This design comes from an exercise in tuning for small area and few clock cycles on the open sky130 flow, not from production work. Only simulation tests tie the RTL to the original design; equivalence was not proved.

File: flow/run.sh
#!/bin/bash
# synth_recipe.tcl (not shown) runs the flow's synth.tcl, then flattens the netlist and writes it again
# the make line also repeats each setting of config.mk as NAME=value (left out here)
make -C /OpenROAD-flow-scripts/flow DESIGN_CONFIG=/design/flow/config.mk WORK_HOME=/design/flow/orfs CLKGATE_MAP_FILE= SYNTH_SCRIPT=/design/flow/synth_recipe.tcl finish
File: flow/config.mk
export PLATFORM = sky130hd
export DESIGN_NAME = uBlock_enc_top
export DESIGN_NICKNAME = uBlock_enc_top
export VERILOG_FILES = /design/flow/design.v
export SDC_FILE = /design/flow/constraint.sdc
export NUM_CORES = 4
export LEC_CHECK = 0
export CAP_MARGIN = 20
export CORE_MARGIN = 2
export CORE_UTILIZATION = 40
export SLEW_MARGIN = 20
File: flow/constraint.sdc
create_clock -name core_clock -period 10.0 [get_ports {clk}]
set_input_delay 2.0000 -clock core_clock [delete_from_list [all_inputs] [get_ports {clk}]]
set_output_delay 2.0000 -clock core_clock [all_outputs]
set_load 0.01 [all_outputs]
File: flow/design.v
`timescale 1ns / 1ps
module round_constant_gen(
	input 			clk,
    input 			rst_n,
    input 			round_const_ena,
    output [31:0] 	round_constant
    );
	wire [7:0] 	round_constant_p3, round_constant_p2, round_constant_p1, round_constant_p0;
	wire [8:0] 	LFSR_d;
	reg  [7:0] 	LFSR_q;
	assign LFSR_d = {LFSR_q,
                 LFSR_q[7] ^ LFSR_q[6] ^ LFSR_q[2] ^ LFSR_q[1]
    };
	assign round_constant_p3 = {LFSR_d[7], ~LFSR_d[6], LFSR_d[5:0]};
	assign round_constant_p2 = {LFSR_d[7], ~LFSR_d[6], LFSR_d[5], ~LFSR_d[4], LFSR_d[3], ~LFSR_d[2], LFSR_d[1:0]};
	assign round_constant_p1 = {LFSR_d[7:5], ~LFSR_d[4], LFSR_d[3:1], ~LFSR_d[0]};
	assign round_constant_p0 = {LFSR_d[7:3], ~LFSR_d[2], LFSR_d[1], ~LFSR_d[0]};
	assign round_constant = {round_constant_p3,
							round_constant_p2,
							round_constant_p1,
							round_constant_p0
	};
	always@(posedge clk or negedge rst_n) begin
		if (!rst_n) begin
			LFSR_q <= 8'b0;
		end        
		else if (!round_const_ena) begin
			LFSR_q <= 8'b01101100;
		end
		else if (round_const_ena) begin
			LFSR_q <= LFSR_d[7:0];
		end
	end
endmodule
`timescale 1ns / 1ps
module shared_block_left_circular_shift_20bit(
	input [63:0] block_left_circular_shift_input0,
	input [63:0] block_left_circular_shift_input1,
    output [63:0] block_left_circular_shift_output0,
    output [63:0] block_left_circular_shift_output1
    );
	genvar i;
	generate
	for (i=0 ;i<2;i=i+1) begin: for_shift_block
		assign block_left_circular_shift_output0[(i+1)*32-1:i*32] = {block_left_circular_shift_input0[(i+1)*32-21:i*32], 
																	 block_left_circular_shift_input0[(i+1)*32-1:(i+1)*32-20]
																	};
		assign block_left_circular_shift_output1[(i+1)*32-1:i*32] = {block_left_circular_shift_input1[(i+1)*32-21:i*32], 
																	 block_left_circular_shift_input1[(i+1)*32-1:(i+1)*32-20]
																	};
	end
	endgenerate
endmodule
`timescale 1ns / 1ps
module shared_block_left_circular_shift_4bit(
	input 	[63:0] block_left_circular_shift_input0,
	input 	[63:0] block_left_circular_shift_input1,
    output 	[63:0] block_left_circular_shift_output0,
    output 	[63:0] block_left_circular_shift_output1
    );
	genvar i;
	generate
	for (i=0 ;i<2;i=i+1) begin: for_shift_block
		assign block_left_circular_shift_output0[(i+1)*32-1:i*32] = {block_left_circular_shift_input0[(i+1)*32-5:i*32], 
																	 block_left_circular_shift_input0[(i+1)*32-1:(i+1)*32-4]};
		assign block_left_circular_shift_output1[(i+1)*32-1:i*32] = {block_left_circular_shift_input1[(i+1)*32-5:i*32], 
																	 block_left_circular_shift_input1[(i+1)*32-1:(i+1)*32-4]};
	end
	endgenerate
endmodule
`timescale 1ns / 1ps
module shared_block_left_circular_shift_8bit(
	input [63:0] block_left_circular_shift_input0,
	input [63:0] block_left_circular_shift_input1,
    output [63:0] block_left_circular_shift_output0,
    output [63:0] block_left_circular_shift_output1
    );
	genvar i;
	generate
	for (i=0 ;i<2;i=i+1) begin: for_shift_block
		assign block_left_circular_shift_output0[(i+1)*32-1:i*32] = {block_left_circular_shift_input0[(i+1)*32-9:i*32], 
																	 block_left_circular_shift_input0[(i+1)*32-1:(i+1)*32-8]
																	};
		assign block_left_circular_shift_output1[(i+1)*32-1:i*32] = {block_left_circular_shift_input1[(i+1)*32-9:i*32], 
																	 block_left_circular_shift_input1[(i+1)*32-1:(i+1)*32-8]
																	};															
	end
	endgenerate
endmodule
`timescale 1ns / 1ps
module shared_permutation_key(
	input	[63:0]	permutation_input0,
	input	[63:0]	permutation_input1,
	output	[63:0]	permutation_output0,
	output	[63:0]	permutation_output1
    );
	assign permutation_output0[63:60] = permutation_input0[39:36];
	assign permutation_output0[59:56] = permutation_input0[63:60];
	assign permutation_output0[55:52] = permutation_input0[31:28];
	assign permutation_output0[51:48] = permutation_input0[11:08];
	assign permutation_output0[47:44] = permutation_input0[59:56];
	assign permutation_output0[43:40] = permutation_input0[03:00];
	assign permutation_output0[39:36] = permutation_input0[43:40];
	assign permutation_output0[35:32] = permutation_input0[23:20];
	assign permutation_output0[31:28] = permutation_input0[47:44];
	assign permutation_output0[27:24] = permutation_input0[27:24];
	assign permutation_output0[23:20] = permutation_input0[15:12];
	assign permutation_output0[19:16] = permutation_input0[55:52];
	assign permutation_output0[15:12] = permutation_input0[19:16];
	assign permutation_output0[11:08] = permutation_input0[51:48];
	assign permutation_output0[07:04] = permutation_input0[35:32];
	assign permutation_output0[03:00] = permutation_input0[07:04];
	assign permutation_output1[63:60] = permutation_input1[39:36];
	assign permutation_output1[59:56] = permutation_input1[63:60];
	assign permutation_output1[55:52] = permutation_input1[31:28];
	assign permutation_output1[51:48] = permutation_input1[11:08];
	assign permutation_output1[47:44] = permutation_input1[59:56];
	assign permutation_output1[43:40] = permutation_input1[03:00];
	assign permutation_output1[39:36] = permutation_input1[43:40];
	assign permutation_output1[35:32] = permutation_input1[23:20];
	assign permutation_output1[31:28] = permutation_input1[47:44];
	assign permutation_output1[27:24] = permutation_input1[27:24];
	assign permutation_output1[23:20] = permutation_input1[15:12];
	assign permutation_output1[19:16] = permutation_input1[55:52];
	assign permutation_output1[15:12] = permutation_input1[19:16];
	assign permutation_output1[11:08] = permutation_input1[51:48];
	assign permutation_output1[07:04] = permutation_input1[35:32];
	assign permutation_output1[03:00] = permutation_input1[07:04];
endmodule
`timescale 1ns / 1ps
module shared_permutation_left(
	input [63:0] permutation_input0,
	input [63:0] permutation_input1,
    output [63:0] permutation_output0,
    output [63:0] permutation_output1
    );
	assign permutation_output0 = {permutation_input0[55:48],
								  permutation_input0[39:32],
								  permutation_input0[31:24],
								  permutation_input0[15:08],
								  permutation_input0[63:56],
								  permutation_input0[47:40],
								  permutation_input0[07:00],
								  permutation_input0[23:16]
    };
	assign permutation_output1 = {permutation_input1[55:48],
                                  permutation_input1[39:32],
                                  permutation_input1[31:24],
                                  permutation_input1[15:08],
                                  permutation_input1[63:56],
                                  permutation_input1[47:40],
                                  permutation_input1[07:00],
                                  permutation_input1[23:16]
    };
endmodule
`timescale 1ns / 1ps
module shared_permutation_right(
	input [63:0] permutation_input0,
	input [63:0] permutation_input1,
    output [63:0] permutation_output0,
    output [63:0] permutation_output1
    );
	assign permutation_output0 = {permutation_input0[47:40],
                                  permutation_input0[07:00],
                                  permutation_input0[23:16],
                                  permutation_input0[63:56],
                                  permutation_input0[55:48],
                                  permutation_input0[15:08],
                                  permutation_input0[31:24],
                                  permutation_input0[39:32]
    };
	assign permutation_output1 = {permutation_input1[47:40],
                                  permutation_input1[07:00],
                                  permutation_input1[23:16],
                                  permutation_input1[63:56],
                                  permutation_input1[55:48],
                                  permutation_input1[15:08],
                                  permutation_input1[31:24],
                                  permutation_input1[39:32]
    };
endmodule
`timescale 1ns / 1ps
module shared_transformation_array(
	input	[31:00]	transformation_array_input0,
	input	[31:00]	transformation_array_input1,
	output	[31:00]	transformation_array_output0,
	output	[31:00]	transformation_array_output1
    );
	shared_transformation shared_transformation_Inst0(
	.transformation_input0		(transformation_array_input0[31:28]),
	.transformation_input1		(transformation_array_input1[31:28]),
	.transformation_output0		(transformation_array_output0[31:28]),
	.transformation_output1		(transformation_array_output1[31:28])
	);
	shared_transformation shared_transformation_Inst1(
	.transformation_input0		(transformation_array_input0[27:24]),
	.transformation_input1		(transformation_array_input1[27:24]),
	.transformation_output0		(transformation_array_output0[27:24]),
	.transformation_output1		(transformation_array_output1[27:24])
	);
	shared_transformation shared_transformation_Inst2(
	.transformation_input0		(transformation_array_input0[23:20]),
	.transformation_input1		(transformation_array_input1[23:20]),
	.transformation_output0		(transformation_array_output0[23:20]),
	.transformation_output1		(transformation_array_output1[23:20])
	);
	shared_transformation shared_transformation_Inst3(
	.transformation_input0		(transformation_array_input0[19:16]),
	.transformation_input1		(transformation_array_input1[19:16]),
	.transformation_output0		(transformation_array_output0[19:16]),
	.transformation_output1		(transformation_array_output1[19:16])
	);
	shared_transformation shared_transformation_Inst4(
	.transformation_input0		(transformation_array_input0[15:12]),
	.transformation_input1		(transformation_array_input1[15:12]),
	.transformation_output0		(transformation_array_output0[15:12]),
	.transformation_output1		(transformation_array_output1[15:12])
	);
	shared_transformation shared_transformation_Inst5(
	.transformation_input0		(transformation_array_input0[11:08]),
	.transformation_input1		(transformation_array_input1[11:08]),
	.transformation_output0		(transformation_array_output0[11:08]),
	.transformation_output1		(transformation_array_output1[11:08])
	);
	shared_transformation shared_transformation_Inst6(
	.transformation_input0		(transformation_array_input0[07:04]),
	.transformation_input1		(transformation_array_input1[07:04]),
	.transformation_output0		(transformation_array_output0[07:04]),
	.transformation_output1		(transformation_array_output1[07:04])
	);
	shared_transformation shared_transformation_Inst7(
	.transformation_input0		(transformation_array_input0[03:00]),
	.transformation_input1		(transformation_array_input1[03:00]),
	.transformation_output0		(transformation_array_output0[03:00]),
	.transformation_output1		(transformation_array_output1[03:00])
	);
endmodule
module shared_transformation(
	input	[03:00]	transformation_input0,
	input	[03:00]	transformation_input1,
	output reg	[03:00]	transformation_output0,
	output reg	[03:00]	transformation_output1
	);
	always @(transformation_input0) 
	begin
		if(transformation_input0[3] == 1'b1)
			transformation_output0 = {transformation_input0[2:0], 1'b0} ^ 4'b0011;
		else 
			transformation_output0 = {transformation_input0[2:0], 1'b0};
	end
	always @(transformation_input1) 
	begin
		if(transformation_input1[3] == 1'b1)
			transformation_output1 = {transformation_input1[2:0], 1'b0} ^ 4'b0011;
		else
			transformation_output1 = {transformation_input1[2:0], 1'b0};
	end
endmodule
`timescale 1ns / 1ps
module shared_sbox(
	input				clk,
	input	[03:00]		d0c0b0a0,
	input	[03:00]		d1c1b1a1,
	input	[09:00]		guards,
	output	[03:00]		h0g0f0e0,
	output	[03:00]		h1g1f1e1
    );
	wire 				d0, d1;
	wire 				c0, c1;
	wire 				b0, b1;
	wire 				a0, a1;
	wire				e0, e1, e2, e3;
	wire				f0, f1, f2, f3;
	wire				f4, f5, f6, f7;
	wire				g0, g1, g2, g3;
	wire				g4, g5, g6, g7;
	wire				h0, h1, h2, h3;
	reg					e0_r, e1_r, e2_r, e3_r;
	reg					f0_r, f1_r, f2_r, f3_r;
	reg					f4_r, f5_r, f6_r, f7_r;
	reg					g0_r, g1_r, g2_r, g3_r;
	reg					g4_r, g5_r, g6_r, g7_r;
	reg					h0_r, h1_r, h2_r, h3_r;
	wire				e0e1, e2e3;
	wire				f0f1f2f3, f4f5f6f7;
	wire				g0g1g2g3, g4g5g6g7;
	wire				h0h1, h2h3;
	wire 				rj;
	wire 				ri;
	wire 				rh;
	wire 				rg;
	wire 				rf;
	wire 				re;
	wire 				rd;
	wire 				rc;
	wire 				rb;
	wire 				ra;
	assign rj = guards[9];
	assign ri = guards[8];
	assign rh = guards[7];
	assign rg = guards[6];
	assign rf = guards[5];
	assign re = guards[4];
	assign rd = guards[3];
	assign rc = guards[2];
	assign rb = guards[1];
	assign ra = guards[0];
	assign d0 = d0c0b0a0[3];
	assign c0 = d0c0b0a0[2];
	assign b0 = d0c0b0a0[1];
	assign a0 = d0c0b0a0[0];
	assign d1 = d1c1b1a1[3];
	assign c1 = d1c1b1a1[2];
	assign b1 = d1c1b1a1[1];
	assign a1 = d1c1b1a1[0];
	assign e0 = (c0 & d0) ^ 1'b1 ^ rj;
	assign e1 = (c1 & d1) ^ a0   ^ rj;
	assign e2 = (c0 & d1)        ^ rj;
	assign e3 = (c1 & d0) ^ a1   ^ rj;
	assign f0 = (a0 & b0 & c0) ^ (a0 & b0) ^ (a0 & d0)                         ^ a0 ^ 1'b1    ^ rh ^ rg;
	assign f1 = (a0 & b0 & c1)                         ^ (b0 & c1)             ^ a0 ^ c1      ^ rg ^ rf;
	assign f2 = (a0 & b1 & c0)             ^ (a0 & c0)                         ^ a0 ^ d1      ^ rf ^ re;
	assign f3 = (a0 & b1 & c1) ^ (a0 & b1) ^ (a0 & c1) ^ (b1 & c1) ^ (a0 & d1) ^ b1 ^ c1 ^ d1 ^ re ^ rh;
	assign f4 = (a1 & b0 & c0) ^ (a1 & d0) ^ (c0 & d0) 						   ^ a1 ^ c0 ^ d0 ^ rh ^ rg;
	assign f5 = (a1 & b0 & c1) ^ (a1 & b0) ^ (b0 & c1) ^ (c1 & d0) 			   ^ b0 ^ d0      ^ rg ^ rf;
	assign f6 = (a1 & b1 & c0) ^ (a1 & b1) ^ (a1 & c0) ^ (a1 & d1) ^ (c0 & d1) ^ c0           ^ rf ^ re;
	assign f7 = (a1 & b1 & c1) ^ (a1 & c1) ^ (b1 & c1) ^ (c1 & d1)                            ^ re ^ rh;
	assign g0 = (b0 & c0 & d1) ^ (c0 & d1) 											^ 1'b1    ^ rd ^ rc;
	assign g1 = (b1 & c0 & d0) ^ a0 ^ b1 ^ d0 												  ^ rc ^ rb;
	assign g2 = (b0 & c1 & d0) ^ (b0 & c1) 													  ^ rb ^ ra;
	assign g3 = (b1 & c1 & d1) ^ (b1 & c1) ^ (c1 & d1) ^ a1 ^ c1 ^ d1 						  ^ ra ^ rd;
	assign g4 = (b0 & c0 & d0) ^ (a0 & b0) ^ a0 ^ b0 										  ^ rd ^ rc;
	assign g5 = (b1 & c0 & d1) ^ (a0 & b1) ^ (c0 & d1) ^ b1 ^ c0 ^ d1 						  ^ rc ^ rb;
	assign g6 = (b0 & c1 & d1) ^ (a1 & b0) ^ (b0 & c1) ^ (c1 & d1) 							  ^ rb ^ ra;
	assign g7 = (b1 & c1 & d0) ^ (a1 & b1) ^ (b1 & c1) ^ a1 ^ b1 ^ d0 						  ^ ra ^ rd;
	assign h0 = (b0 & c0)           ^ ri;
	assign h1 = (b0 & c1) ^ b0 ^ d1 ^ ri;
	assign h2 = (b1 & c0) ^ c0 ^ d0 ^ ri;
	assign h3 = (b1 & c1) ^ b1 ^ c1 ^ ri;
	always @(posedge clk) e0_r <= e0;
	always @(posedge clk) e1_r <= e1;
	always @(posedge clk) e2_r <= e2;
	always @(posedge clk) e3_r <= e3;
	always @(posedge clk) f0_r <= f0;
	always @(posedge clk) f1_r <= f1;
	always @(posedge clk) f2_r <= f2;
	always @(posedge clk) f3_r <= f3;
	always @(posedge clk) f4_r <= f4;
	always @(posedge clk) f5_r <= f5;
	always @(posedge clk) f6_r <= f6;
	always @(posedge clk) f7_r <= f7;
	always @(posedge clk) g0_r <= g0;
	always @(posedge clk) g1_r <= g1;
	always @(posedge clk) g2_r <= g2;
	always @(posedge clk) g3_r <= g3;
	always @(posedge clk) g4_r <= g4;
	always @(posedge clk) g5_r <= g5;
	always @(posedge clk) g6_r <= g6;
	always @(posedge clk) g7_r <= g7;
	always @(posedge clk) h0_r <= h0;
	always @(posedge clk) h1_r <= h1;
	always @(posedge clk) h2_r <= h2;
	always @(posedge clk) h3_r <= h3;
	assign e0e1 = e0_r ^ e1_r;
	assign e2e3 = e2_r ^ e3_r;
	assign f0f1f2f3 = f0_r ^ f1_r ^ f2_r ^ f3_r;
	assign f4f5f6f7 = f4_r ^ f5_r ^ f6_r ^ f7_r;
	assign g0g1g2g3 = g0_r ^ g1_r ^ g2_r ^ g3_r;
	assign g4g5g6g7 = g4_r ^ g5_r ^ g6_r ^ g7_r;
	assign h0h1 = h0_r ^ h1_r;
	assign h2h3 = h2_r ^ h3_r;
	assign h0g0f0e0 = {h0h1, g0g1g2g3, f0f1f2f3, e0e1};
	assign h1g1f1e1 = {h2h3, g4g5g6g7, f4f5f6f7, e2e3};
endmodule
`timescale 1ns / 1ps
module shared_s_box_array(
	input			clk,
	input	[63:0]	sbox_array_input0,
	input	[63:0]	sbox_array_input1,
	output	[63:0]	sbox_array_output0,
	output	[63:0]	sbox_array_output1
    );
	shared_sbox shared_sbox_Inst0(
	.clk			(clk),
	.d0c0b0a0		(sbox_array_input0[63:60]),
	.d1c1b1a1		(sbox_array_input1[63:60]),
	.guards			(sbox_array_input0[59:50]),
	.h0g0f0e0		(sbox_array_output0[63:60]),
	.h1g1f1e1		(sbox_array_output1[63:60])
    );
	shared_sbox shared_sbox_Inst1(
	.clk			(clk),
	.d0c0b0a0		(sbox_array_input0[59:56]),
	.d1c1b1a1		(sbox_array_input1[59:56]),
	.guards			(sbox_array_input0[55:46]),
	.h0g0f0e0		(sbox_array_output0[59:56]),
	.h1g1f1e1		(sbox_array_output1[59:56])
    );
	shared_sbox shared_sbox_Inst2(
	.clk			(clk),
	.d0c0b0a0		(sbox_array_input0[55:52]),
	.d1c1b1a1		(sbox_array_input1[55:52]),
	.guards			(sbox_array_input0[51:42]),
	.h0g0f0e0		(sbox_array_output0[55:52]),
	.h1g1f1e1		(sbox_array_output1[55:52])
    );
	shared_sbox shared_sbox_Inst3(
	.clk			(clk),
	.d0c0b0a0		(sbox_array_input0[51:48]),
	.d1c1b1a1		(sbox_array_input1[51:48]),
	.guards			(sbox_array_input0[47:38]),
	.h0g0f0e0		(sbox_array_output0[51:48]),
	.h1g1f1e1		(sbox_array_output1[51:48])
    );
	shared_sbox shared_sbox_Inst4(
	.clk			(clk),
	.d0c0b0a0		(sbox_array_input0[47:44]),
	.d1c1b1a1		(sbox_array_input1[47:44]),
	.guards			(sbox_array_input0[43:34]),
	.h0g0f0e0		(sbox_array_output0[47:44]),
	.h1g1f1e1		(sbox_array_output1[47:44])
    );
	shared_sbox shared_sbox_Inst5(
	.clk			(clk),
	.d0c0b0a0		(sbox_array_input0[43:40]),
	.d1c1b1a1		(sbox_array_input1[43:40]),
	.guards			(sbox_array_input0[39:30]),
	.h0g0f0e0		(sbox_array_output0[43:40]),
	.h1g1f1e1		(sbox_array_output1[43:40])
    );
	shared_sbox shared_sbox_Inst6(
	.clk			(clk),
	.d0c0b0a0		(sbox_array_input0[39:36]),
	.d1c1b1a1		(sbox_array_input1[39:36]),
	.guards			(sbox_array_input0[35:26]),
	.h0g0f0e0		(sbox_array_output0[39:36]),
	.h1g1f1e1		(sbox_array_output1[39:36])
    );
	shared_sbox shared_sbox_Inst7(
	.clk			(clk),
	.d0c0b0a0		(sbox_array_input0[35:32]),
	.d1c1b1a1		(sbox_array_input1[35:32]),
	.guards			(sbox_array_input0[31:22]),
	.h0g0f0e0		(sbox_array_output0[35:32]),
	.h1g1f1e1		(sbox_array_output1[35:32])
    );
	shared_sbox shared_sbox_Inst8(
	.clk			(clk),
	.d0c0b0a0		(sbox_array_input0[31:28]),
	.d1c1b1a1		(sbox_array_input1[31:28]),
	.guards			(sbox_array_input0[27:18]),
	.h0g0f0e0		(sbox_array_output0[31:28]),
	.h1g1f1e1		(sbox_array_output1[31:28])
    );
	shared_sbox shared_sbox_Inst9(
	.clk			(clk),
	.d0c0b0a0		(sbox_array_input0[27:24]),
	.d1c1b1a1		(sbox_array_input1[27:24]),
	.guards			(sbox_array_input0[23:14]),
	.h0g0f0e0		(sbox_array_output0[27:24]),
	.h1g1f1e1		(sbox_array_output1[27:24])
    );
	shared_sbox shared_sbox_Insta(
	.clk			(clk),
	.d0c0b0a0		(sbox_array_input0[23:20]),
	.d1c1b1a1		(sbox_array_input1[23:20]),
	.guards			(sbox_array_input0[19:10]),
	.h0g0f0e0		(sbox_array_output0[23:20]),
	.h1g1f1e1		(sbox_array_output1[23:20])
    );
	shared_sbox shared_sbox_Instb(
	.clk			(clk),
	.d0c0b0a0		(sbox_array_input0[19:16]),
	.d1c1b1a1		(sbox_array_input1[19:16]),
	.guards			(sbox_array_input0[15: 6]),
	.h0g0f0e0		(sbox_array_output0[19:16]),
	.h1g1f1e1		(sbox_array_output1[19:16])
    );
	shared_sbox shared_sbox_Instc(
	.clk			(clk),
	.d0c0b0a0		(sbox_array_input0[15:12]),
	.d1c1b1a1		(sbox_array_input1[15:12]),
	.guards			(sbox_array_input0[11: 2]),
	.h0g0f0e0		(sbox_array_output0[15:12]),
	.h1g1f1e1		(sbox_array_output1[15:12])
    );
	shared_sbox shared_sbox_Instd(
	.clk			(clk),
	.d0c0b0a0		(sbox_array_input0[11:08]),
	.d1c1b1a1		(sbox_array_input1[11:08]),
	.guards			({sbox_array_input0[07:00], sbox_array_input0[63:62]}),
	.h0g0f0e0		(sbox_array_output0[11:08]),
	.h1g1f1e1		(sbox_array_output1[11:08])
    );
	shared_sbox shared_sbox_Inste(
	.clk			(clk),
	.d0c0b0a0		(sbox_array_input0[07:04]),
	.d1c1b1a1		(sbox_array_input1[07:04]),
	.guards			({sbox_array_input0[03:00], sbox_array_input0[63:58]}),
	.h0g0f0e0		(sbox_array_output0[07:04]),
	.h1g1f1e1		(sbox_array_output1[07:04])
    );
	shared_sbox shared_sbox_Instf(
	.clk			(clk),
	.d0c0b0a0		(sbox_array_input0[03:00]),
	.d1c1b1a1		(sbox_array_input1[03:00]),
	.guards			(sbox_array_input0[63:54]),
	.h0g0f0e0		(sbox_array_output0[03:00]),
	.h1g1f1e1		(sbox_array_output1[03:00])
    );
endmodule
`timescale 1ns / 1ps
module shared_sbox_array_for_key(
	input				clk,
	input	[31:0]	sbox_array_input0,
	input	[31:0]	sbox_array_input1,
	output	[31:0]	sbox_array_output0,
	output	[31:0]	sbox_array_output1
    );
	shared_sbox shared_sbox_Inst0(
	.clk			(clk),
	.d0c0b0a0		(sbox_array_input0[31:28]),
	.d1c1b1a1		(sbox_array_input1[31:28]),
	.guards			(sbox_array_input0[27:18]),
	.h0g0f0e0		(sbox_array_output0[31:28]),
	.h1g1f1e1		(sbox_array_output1[31:28])
    );
	shared_sbox shared_sbox_Inst1(
	.clk			(clk),
	.d0c0b0a0		(sbox_array_input0[27:24]),
	.d1c1b1a1		(sbox_array_input1[27:24]),
	.guards			(sbox_array_input0[23:14]),
	.h0g0f0e0		(sbox_array_output0[27:24]),
	.h1g1f1e1		(sbox_array_output1[27:24])
    );
	shared_sbox shared_sbox_Inst2(
	.clk			(clk),
	.d0c0b0a0		(sbox_array_input0[23:20]),
	.d1c1b1a1		(sbox_array_input1[23:20]),
	.guards			(sbox_array_input0[19:10]),
	.h0g0f0e0		(sbox_array_output0[23:20]),
	.h1g1f1e1		(sbox_array_output1[23:20])
    );
	shared_sbox shared_sbox_Inst3(
	.clk			(clk),
	.d0c0b0a0		(sbox_array_input0[19:16]),
	.d1c1b1a1		(sbox_array_input1[19:16]),
	.guards			(sbox_array_input0[15:06]),
	.h0g0f0e0		(sbox_array_output0[19:16]),
	.h1g1f1e1		(sbox_array_output1[19:16])
    );
	shared_sbox shared_sbox_Inst4(
	.clk			(clk),
	.d0c0b0a0		(sbox_array_input0[15:12]),
	.d1c1b1a1		(sbox_array_input1[15:12]),
	.guards			(sbox_array_input0[11:02]),
	.h0g0f0e0		(sbox_array_output0[15:12]),
	.h1g1f1e1		(sbox_array_output1[15:12])
    );
	shared_sbox shared_sbox_Inst5(
	.clk			(clk),
	.d0c0b0a0		(sbox_array_input0[11:08]),
	.d1c1b1a1		(sbox_array_input1[11:08]),
	.guards			({sbox_array_input0[07:00], sbox_array_input0[31:30]}),
	.h0g0f0e0		(sbox_array_output0[11:08]),
	.h1g1f1e1		(sbox_array_output1[11:08])
    );
	shared_sbox shared_sbox_Inst6(
	.clk			(clk),
	.d0c0b0a0		(sbox_array_input0[07:04]),
	.d1c1b1a1		(sbox_array_input1[07:04]),
	.guards			({sbox_array_input0[03:00], sbox_array_input0[31:26]}),
	.h0g0f0e0		(sbox_array_output0[07:04]),
	.h1g1f1e1		(sbox_array_output1[07:04])
    );
	shared_sbox shared_sbox_Inst7(
	.clk			(clk),
	.d0c0b0a0		(sbox_array_input0[03:00]),
	.d1c1b1a1		(sbox_array_input1[03:00]),
	.guards			(sbox_array_input0[31:22]),
	.h0g0f0e0		(sbox_array_output0[03:00]),
	.h1g1f1e1		(sbox_array_output1[03:00])
    );
endmodule
`timescale 1ns / 1ps
module shared_enc_round_func(
	input				clk,
	input		[127:0]	round_input0,
	input		[127:0]	round_input1,
	input		[127:0]	round_key0,
	input		[127:0]	round_key1,
	output		[127:0]	round_output0,
	output		[127:0]	round_output1
    );
	wire	[63:0]	text_msb_00;
	wire	[63:0]	text_msb_01;
	wire	[63:0]	text_lsb_00;
	wire	[63:0]	text_lsb_01;
	wire	[63:0]	text_msb_10;
	wire	[63:0]	text_msb_11;
	wire	[63:0]	text_lsb_10;
	wire	[63:0]	text_lsb_11;
	wire	[63:0]	text_msb_20;
	wire	[63:0]	text_msb_21;
	wire	[63:0]	text_lsb_20;
	wire	[63:0]	text_lsb_21;
	wire	[63:0]	text_msb_30;
	wire	[63:0]	text_msb_31;
	wire	[63:0]	text_lsb_30;
	wire	[63:0]	text_lsb_31;
	wire	[63:0]	text_msb_40;
	wire	[63:0]	text_msb_41;
	wire	[63:0]	text_lsb_40;
	wire	[63:0]	text_lsb_41;
	wire	[63:0]	text_msb_50;
	wire	[63:0]	text_msb_51;
	wire	[63:0]	text_lsb_50;
	wire	[63:0]	text_lsb_51;
	wire	[63:0]	text_msb_60;
	wire	[63:0]	text_msb_61;
	wire	[63:0]	text_lsb_60;
	wire	[63:0]	text_lsb_61;
	wire	[63:0]	text_msb_70;
	wire	[63:0]	text_msb_71;
	wire	[63:0]	text_lsb_70;
	wire	[63:0]	text_lsb_71;
	assign text_msb_00 = round_input0[127:64] ^ round_key0[127:64];
	assign text_msb_01 = round_input1[127:64] ^ round_key1[127:64];
	assign text_lsb_00 = round_input0[63:00] ^ round_key0[63:00];
	assign text_lsb_01 = round_input1[63:00] ^ round_key1[63:00];
	assign text_lsb_20 = text_msb_10 ^ text_lsb_10;
	assign text_lsb_21 = text_msb_11 ^ text_lsb_11;
	assign text_msb_20 = text_msb_10 ^ text_lsb_30;
	assign text_msb_21 = text_msb_11 ^ text_lsb_31;
	assign text_lsb_40 = text_msb_30 ^ text_lsb_20;
	assign text_lsb_41 = text_msb_31 ^ text_lsb_21;
	assign text_msb_40 = text_msb_20 ^ text_lsb_50;
	assign text_msb_41 = text_msb_21 ^ text_lsb_51;
	assign text_lsb_60 = text_msb_50 ^ text_lsb_40;
	assign text_lsb_61 = text_msb_51 ^ text_lsb_41;
	assign text_msb_60 = text_msb_40 ^ text_lsb_60;
	assign text_msb_61 = text_msb_41 ^ text_lsb_61;
	assign round_output0[127:64] = text_msb_70;
	assign round_output1[127:64] = text_msb_71;
	assign round_output0[63:00] = text_lsb_70;
	assign round_output1[63:00] = text_lsb_71;
	shared_s_box_array shared_s_box_array_msb(
	.clk				(clk),
	.sbox_array_input0	(text_msb_00),
	.sbox_array_input1	(text_msb_01),
	.sbox_array_output0	(text_msb_10),
	.sbox_array_output1	(text_msb_11)
    );
	shared_s_box_array shared_s_box_array_lsb(
	.clk				(clk),
	.sbox_array_input0	(text_lsb_00),
	.sbox_array_input1	(text_lsb_01),
	.sbox_array_output0	(text_lsb_10),
	.sbox_array_output1	(text_lsb_11)
    );
	shared_block_left_circular_shift_4bit shared_block_left_circular_shift_4bit_Inst(
	.block_left_circular_shift_input0		(text_lsb_20),
	.block_left_circular_shift_input1		(text_lsb_21),
    .block_left_circular_shift_output0		(text_lsb_30),
    .block_left_circular_shift_output1		(text_lsb_31)
    );
	shared_block_left_circular_shift_8bit shared_block_left_circular_shift_8bit_Inst0(
	.block_left_circular_shift_input0		(text_msb_20),
	.block_left_circular_shift_input1		(text_msb_21),
    .block_left_circular_shift_output0		(text_msb_30),
    .block_left_circular_shift_output1		(text_msb_31)
    );
	shared_block_left_circular_shift_8bit shared_block_left_circular_shift_8bit_Inst1(
	.block_left_circular_shift_input0		(text_lsb_40),
	.block_left_circular_shift_input1		(text_lsb_41),
    .block_left_circular_shift_output0		(text_lsb_50),
    .block_left_circular_shift_output1		(text_lsb_51)
    );
	shared_block_left_circular_shift_20bit shared_block_left_circular_shift_20bit_Inst(
	.block_left_circular_shift_input0		(text_msb_40),
	.block_left_circular_shift_input1		(text_msb_41),
    .block_left_circular_shift_output0		(text_msb_50),
    .block_left_circular_shift_output1		(text_msb_51)
    );
	shared_permutation_left shared_permutation_left_Inst(
	.permutation_input0						(text_msb_60),
	.permutation_input1						(text_msb_61),
    .permutation_output0					(text_msb_70),
    .permutation_output1					(text_msb_71)
    );
	shared_permutation_right shared_permutation_right_Inst(
	.permutation_input0						(text_lsb_60),
	.permutation_input1						(text_lsb_61),
    .permutation_output0					(text_lsb_70),
    .permutation_output1					(text_lsb_71)
    );
endmodule
`timescale 1ns / 1ps
module shared_enc_core(
	input				clk,
	input				rstn,
	input				enc_ena,
	input		[04:00]	enc_round_cnt,
	input		[127:0]	plain0,
	input		[127:0]	plain1,
	input		[127:0]	round_key0,
	input		[127:0]	round_key1,
	output  	[127:0]	cipher0,
	output 	 	[127:0]	cipher1
    );
	wire		[127:0]	enc_round_result_q0;
	wire		[127:0]	enc_round_result_q1;
	wire		[127:0]	enc_round_result_d0;
	wire		[127:0]	enc_round_result_d1;
	assign enc_round_result_q0 = (enc_round_cnt == 5'd0) ? plain0 : enc_round_result_d0;
	assign enc_round_result_q1 = (enc_round_cnt == 5'd0) ? plain1 : enc_round_result_d1;
	assign cipher0 = enc_round_result_d0 ^ round_key0;
	assign cipher1 = enc_round_result_d1 ^ round_key1;
	shared_enc_round_func shared_enc_round_func_Inst(
	.clk				(clk),
	.round_input0		(enc_round_result_q0),
	.round_input1		(enc_round_result_q1),
	.round_key0			(round_key0),
	.round_key1			(round_key1),
	.round_output0		(enc_round_result_d0),
	.round_output1		(enc_round_result_d1)
    );
endmodule
`timescale 1ns / 1ps
module shared_key_expansion_round_func(
	input			clk,
	input			rstn,
	input			round_const_ena,
	input	[127:0]	full_pre_round_key_input0,
	input	[127:0]	full_pre_round_key_input1,
	input	[127:0]	full_round_key_input0,
	input	[127:0]	full_round_key_input1,
	output	[127:0]	full_round_key_output0,
	output	[127:0]	full_round_key_output1
    );
	wire	[31:0]	round_constant;
	wire	[31:0]	inter_round_key_p3_00;
	wire	[31:0]	inter_round_key_p3_01;
	wire	[31:0]	inter_pre_round_key_p3_00;
	wire	[31:0]	inter_pre_round_key_p3_01;
	wire	[31:0]	inter_round_key_p3_10;
	wire	[31:0]	inter_round_key_p3_11;
	wire	[31:0]	inter_round_key_p3_20;
	wire	[31:0]	inter_round_key_p3_21;
	wire	[31:0]	inter_round_key_p2_00;
	wire	[31:0]	inter_round_key_p2_01;
	wire	[31:0]	inter_pre_round_key_p2_00;
	wire	[31:0]	inter_pre_round_key_p2_01;
	wire	[31:0]	inter_pre_round_key_p2_10;
	wire	[31:0]	inter_pre_round_key_p2_11;
	wire	[31:0]	inter_round_key_p1_00;
	wire	[31:0]	inter_round_key_p1_01;
	wire	[31:0]	inter_round_key_p0_00;
	wire	[31:0]	inter_round_key_p0_01;
	assign inter_round_key_p3_10 = inter_round_key_p3_00 ^ round_constant;
	assign inter_round_key_p3_11 = inter_round_key_p3_01;
	assign inter_round_key_p1_00 = inter_round_key_p3_20 ^ full_pre_round_key_input0[63:32];
	assign inter_round_key_p1_01 = inter_round_key_p3_21 ^ full_pre_round_key_input1[63:32];
	assign inter_round_key_p0_00 = inter_pre_round_key_p2_10 ^ full_pre_round_key_input0[31:00];
	assign inter_round_key_p0_01 = inter_pre_round_key_p2_11 ^ full_pre_round_key_input1[31:00];
	assign full_round_key_output0[127:096] = inter_round_key_p1_00;
	assign full_round_key_output0[095:064] = inter_round_key_p0_00;
	assign full_round_key_output0[063:032] = inter_pre_round_key_p2_00;
	assign full_round_key_output0[031:000] = inter_pre_round_key_p3_00;
	assign full_round_key_output1[127:096] = inter_round_key_p1_01;
	assign full_round_key_output1[095:064] = inter_round_key_p0_01;
	assign full_round_key_output1[063:032] = inter_pre_round_key_p2_01;
	assign full_round_key_output1[031:000] = inter_pre_round_key_p3_01;
	shared_permutation_key shared_permutation_key_Inst0(
	.permutation_input0				(full_round_key_input0[127:64]),
	.permutation_input1				(full_round_key_input1[127:64]),
	.permutation_output0			({inter_round_key_p3_00, inter_round_key_p2_00}),
	.permutation_output1			({inter_round_key_p3_01, inter_round_key_p2_01})
    );
	shared_permutation_key shared_permutation_key_Inst1(
	.permutation_input0				(full_pre_round_key_input0[127:64]),
	.permutation_input1				(full_pre_round_key_input1[127:64]),
	.permutation_output0			({inter_pre_round_key_p3_00, inter_pre_round_key_p2_00}),
	.permutation_output1			({inter_pre_round_key_p3_01, inter_pre_round_key_p2_01})
    );
	round_constant_gen round_constant_gen_Inst(
	.clk							(clk),
    .rst_n							(rstn),
    .round_const_ena				(round_const_ena),
    .round_constant					(round_constant)
    );
	shared_sbox_array_for_key shared_sbox_array_for_key_Inst(
	.clk							(clk),
	.sbox_array_input0				(inter_round_key_p3_10),
	.sbox_array_input1				(inter_round_key_p3_11),
	.sbox_array_output0				(inter_round_key_p3_20),
	.sbox_array_output1				(inter_round_key_p3_21)
    );
	shared_transformation_array shared_transformation_array_Inst(
	.transformation_array_input0	(inter_pre_round_key_p2_00),
	.transformation_array_input1	(inter_pre_round_key_p2_01),
	.transformation_array_output0	(inter_pre_round_key_p2_10),
	.transformation_array_output1	(inter_pre_round_key_p2_11)
    );
endmodule
`timescale 1ns / 1ps
module shared_key_expansion(
	input					clk,
	input					rstn,
	input					key_exp_ena,
	input		[04:00]		key_exp_round_cnt,
	input		[127:0]		mkey0,
	input		[127:0]		mkey1,
	output 		[127:0]		full_round_key0,
	output 		[127:0]		full_round_key1
    );
	wire		[127:0]		full_round_key_q0;
	wire		[127:0]		full_round_key_q1;
	wire		[127:0]		full_round_key_d0;
	wire		[127:0]		full_round_key_d1;
	reg 		[127:0]		full_round_keyr_0;
	reg 		[127:0]		full_round_keyr_1;
	assign full_round_key0 = (key_exp_round_cnt == 5'd0) ? mkey0 : full_round_key_d0;
	assign full_round_key1 = (key_exp_round_cnt == 5'd0) ? mkey1 : full_round_key_d1;
	assign full_round_key_q0 = (key_exp_round_cnt == 5'd0) ? mkey0 : full_round_key_d0;
	assign full_round_key_q1 = (key_exp_round_cnt == 5'd0) ? mkey1 : full_round_key_d1;
	shared_key_expansion_round_func shared_key_expansion_round_func_Inst(
	.clk						(clk),
	.rstn						(rstn),
	.round_const_ena			(key_exp_ena),
	.full_pre_round_key_input0	(full_round_keyr_0),
	.full_pre_round_key_input1	(full_round_keyr_1),
	.full_round_key_input0		(full_round_key_q0),
	.full_round_key_input1		(full_round_key_q1),
	.full_round_key_output0		(full_round_key_d0),
	.full_round_key_output1		(full_round_key_d1)
    );
	always @(posedge clk or negedge rstn)
	begin
		if(~rstn) begin
			full_round_keyr_0 <= 128'd0;
			full_round_keyr_1 <= 128'd0;
		end
		else if(key_exp_round_cnt == 0) begin
			full_round_keyr_0 <= mkey0;
			full_round_keyr_1 <= mkey1;
		end
		else begin
			full_round_keyr_0 <= full_round_key_d0;
			full_round_keyr_1 <= full_round_key_d1;
		end
	end
endmodule
`timescale 1ns / 1ps
module uBlock_enc_top(
	input			clk,
	input			rstn,
	input	[127:0]	plain0,
	input	[127:0]	plain1,
	input	[127:0]	key0,
	input	[127:0]	key1,
	input			start,
	output	[127:0]	cipher0,
	output	[127:0]	cipher1,
	output			done,
	output	reg		occupied
    );
	wire	[127:0]	enc_full_round_key0;
	wire	[127:0]	enc_full_round_key1;
	reg		[04:00]	round_cnt;
	assign done = (round_cnt == 16) ? 1'b1 : 1'b0;
	shared_key_expansion shared_key_expansion_Inst(
	.clk				(clk),
	.rstn				(rstn),
	.key_exp_ena		(occupied),
	.key_exp_round_cnt	(round_cnt),
	.mkey0				(key0),
	.mkey1				(key1),
	.full_round_key0	(enc_full_round_key0),
	.full_round_key1	(enc_full_round_key1)
    );
	shared_enc_core shared_enc_core_Inst(
	.clk				(clk),
	.rstn				(rstn),
	.enc_ena			(occupied),
	.enc_round_cnt		(round_cnt),
	.plain0				(plain0),
	.plain1				(plain1),
	.round_key0			(enc_full_round_key0),
	.round_key1			(enc_full_round_key1),
	.cipher0			(cipher0),
	.cipher1			(cipher1)
    );
	always @(posedge clk or negedge rstn)
	begin
		if(~rstn) begin
			occupied <= 1'b0;
		end
		else if(start & ~occupied) begin
			occupied <= 1'b1;
		end
		else if(done) begin
			occupied <= 1'b0;
		end
		else begin
			occupied <= occupied;
		end
	end
	always @(posedge clk or negedge rstn)
	begin
		if(~rstn) begin
			round_cnt <= 0;
		end
		else if(round_cnt == 5'd16) begin
			round_cnt <= 5'd0;
		end
		else if(occupied) begin
			round_cnt <= round_cnt + 1'b1;
		end
		else begin
			round_cnt <= 5'd0;
		end
	end
endmodule
==> flow_summary.ini <==
[synth]
syn_area_sq_um = 80450
yosysUniqueCellTypes = 75
seq_area_frac_synth_pct = 32.29
syn_area_per_cell_sq_um = 9.772
ys.flop_type = dfxtp_1
async_flop_share_pct = 21.95
synth-edff-count = 0
synth_warnings = 5
ys_seq_elements = 1230
netlist_instances = 8233
synth_fp_nets = 8750

[setup_path]
end_kind = output port
critPathLaunchType = register
slowest_delay_ns = 0.75
crit_type = reg2out
path_cells = xor2_1 -> xnor2_2 -> xnor3_1 -> xor3_1 -> xor2_1 -> xnor2_1 -> xnor2_1 -> clkdlybuf4s50_1
crit_path_top_delay_cell = xnor2_1
worstPathMaxFanout = 4
cp_data_required_time_ns = 8.00
arrival_ns = 5.54

[worst_hold_path]
hp-class = reg2reg

[sta]
finalSetupViolations = 0
max_clock_freq_ghz = 0.1327
finalWorstPathRequiredPeriod_ns = 7.536
finalSetupTns_ns = 0
fin_ws_ns = 2.464
finClkSkew_ns = 0.03985
fin_crit_sh_pct = 75.36
grt_setup_unrepaired = no
whs_ns = 0.4946
slew_headroom_pct = 13.54
hold_violations = 0
tightest_slew_ns = 1.288
slew_violations = 0

[clocking]
clk_pin_slew_ns = 0.06
cts_made_buffers = 151
cts_root_buffer = clkbuf_16
cts_hold_buffers = 0
cts_max_path_buffers = 3
clock_sinks = 1230
postCtsSetupBuffers = 0
cts.repair.resized = 0
tritoncts = yes
clkLatencyLatePin_ns = 0.84
htree_levels = 4

[place]
post-place-cells = 11643
place_congestion = 1.059
io_buffers = 772
dpl.hpwl_mm = 353.0
dp_slack_ns = 3.285

[grt]
grt_pass1_wl_mm = 547.0
antenna_found_initial = 32
grt_max_degree = 122
grt_usage_pct = 39.96
grt-ovfl-total = 0
grt_pass1_vias = 60310

[flow_run]
drv_cap = 0

[final_layout]
finalNetCount = 9659
stdcell_count = 11935
final_common_cell = xnor2_1
utilization_pct = 49.20
drive_gt1_share_pct = 10.69
final_cell_mix = xnor2_1 (2525), dfxtp_1 (960), xor2_1 (850)
area_delta_synth_final_pct = 22.22

[drt]
drt-pass1-iter-count = 6
drt_wl_total_mm = 420.3
drtIter0Drc = 6964
drcViolationCount = 0
drt-wirelength-per-cell_um = 35.21
vias = 63027
viasPerCell = 5.281
antenna_left = 0

[floorplanning]
num_rows = 164
initial_utilization_pct = 40.25
fp.coreArea_sq_um = 199900
die_w_um = 452.5
dieArea_sq_um = 204700
die_h_um = 452.5
io_pins = 773

[status]
outcome = finished clean
cell usage after synthesis (all sizes together), types with 58 or more instances:
library cell,instances,area share (%)
xnor2,2805,33
dfxtp,960,24
xor2,902,10
nor2,545,2.5
nand2,498,2.3
a21oi,355,2.2
mux2i,347,4.5
inv,276,1.3
dfrtp,270,8.4
o21ai,231,1.4
buf,187,1.1
clkbuf,178,0.83
xnor3,111,3.1
nor3,87,0.54
nand3,71,0.44
nor2b,58,0.45
final timing paths:
kind	start	end	slack, ns	cells past startpoint
min reg2reg	round_cnt[0]	round_cnt[0]	0.49	1
max reg2reg	round_cnt[0]	register	4.32	15
max	register	cipher1[118]	2.46	8
min in group asynchronous	rstn	shared_key_expansion_Inst.full_round_keyr_1[70]	1.22	1
min	round_cnt[0]	round_cnt[0]	0.49	1
max in group asynchronous	rstn	shared_key_expansion_Inst.full_round_keyr_0[25]	6.60	3
stage by stage:
step	area, sq um
3_3_place_gp	93050
6_report	98330
2_1_floorplan	80450
3_5_place_dp	93140
4_1_cts	98200
5_1_grt	98310
metal layers:
| metal | up-vias | routed length, um | track usage (%) |
|---|---|---|---|
| li1 | 27849 | - | - |
| met1 | 31329 | 159200 | 47.22 |
| met2 | 3022 | 186100 | 61.59 |
| met3 | 821 | 28470 | 6.986 |
| met4 | 6 | 46460 | 37.05 |
| met5 | - | 42 | 0 |
area by class of cell:
| cell class | count | area (sq um) |
|---|---|---|
| sequential | 1230 | 25970 |
| inverter | 287 | 1077 |
| clock buffer | 247 | 4659 |
| tap | 2656 | 3323 |
| fill | 18881 | 101500 |
| multi-input combinational | 6351 | 52440 |
| timing repair buffer | 1121 | 10430 |
| antenna | 12 | 30.03 |
| clock inverter | 31 | 400.4 |
worst max-delay path, delay by kind of cell, from the launching register on:
family                 cells  cell delay, ns
XOR/XNOR                   7            3.70
buffers and inverters      1            0.68
flip-flops                 1            0.30
kinds of logic after synthesis:
group	after synthesis	synth area share, %
xor gates and xnor gates	3847	47.16
and+or+nand+nor	1425	7.712
DFF	1230	32.29
AOI/OAI and AO/OA	724	4.945
buffers and inverters	652	3.299
muxes	353	4.566
adders and majority gates	2	0.03110
Testbench counts, summed over its fixed seeds: cycles 6,912.

re-timing with driven ports:
The flow's constraints put no driver on any port. The routed layout listed below was extracted and timed again, unchanged, in two steps. Step 1 assumes that a clkbuf_16 drives the clock port and a buf_2 every other input. Step 2 also shifts input and output timing later by t, the mid clock arrival at the registers, as if the neighbouring blocks saw the same clock. Slacks: no drivers / after step 1 / after step 2; pairs: no drivers / after step 1.
t (ns): 0.913
slack for setup (ns): 2.464 / 2.370 / 3.149
worst register clock-pin slew, ns: 0.07 / 0.07
cell pins on the clock port's net: 1
After both steps this run still meets setup and hold. The setup slack of this run moves by -0.094 ns with the drivers and by +0.685 ns with both steps.
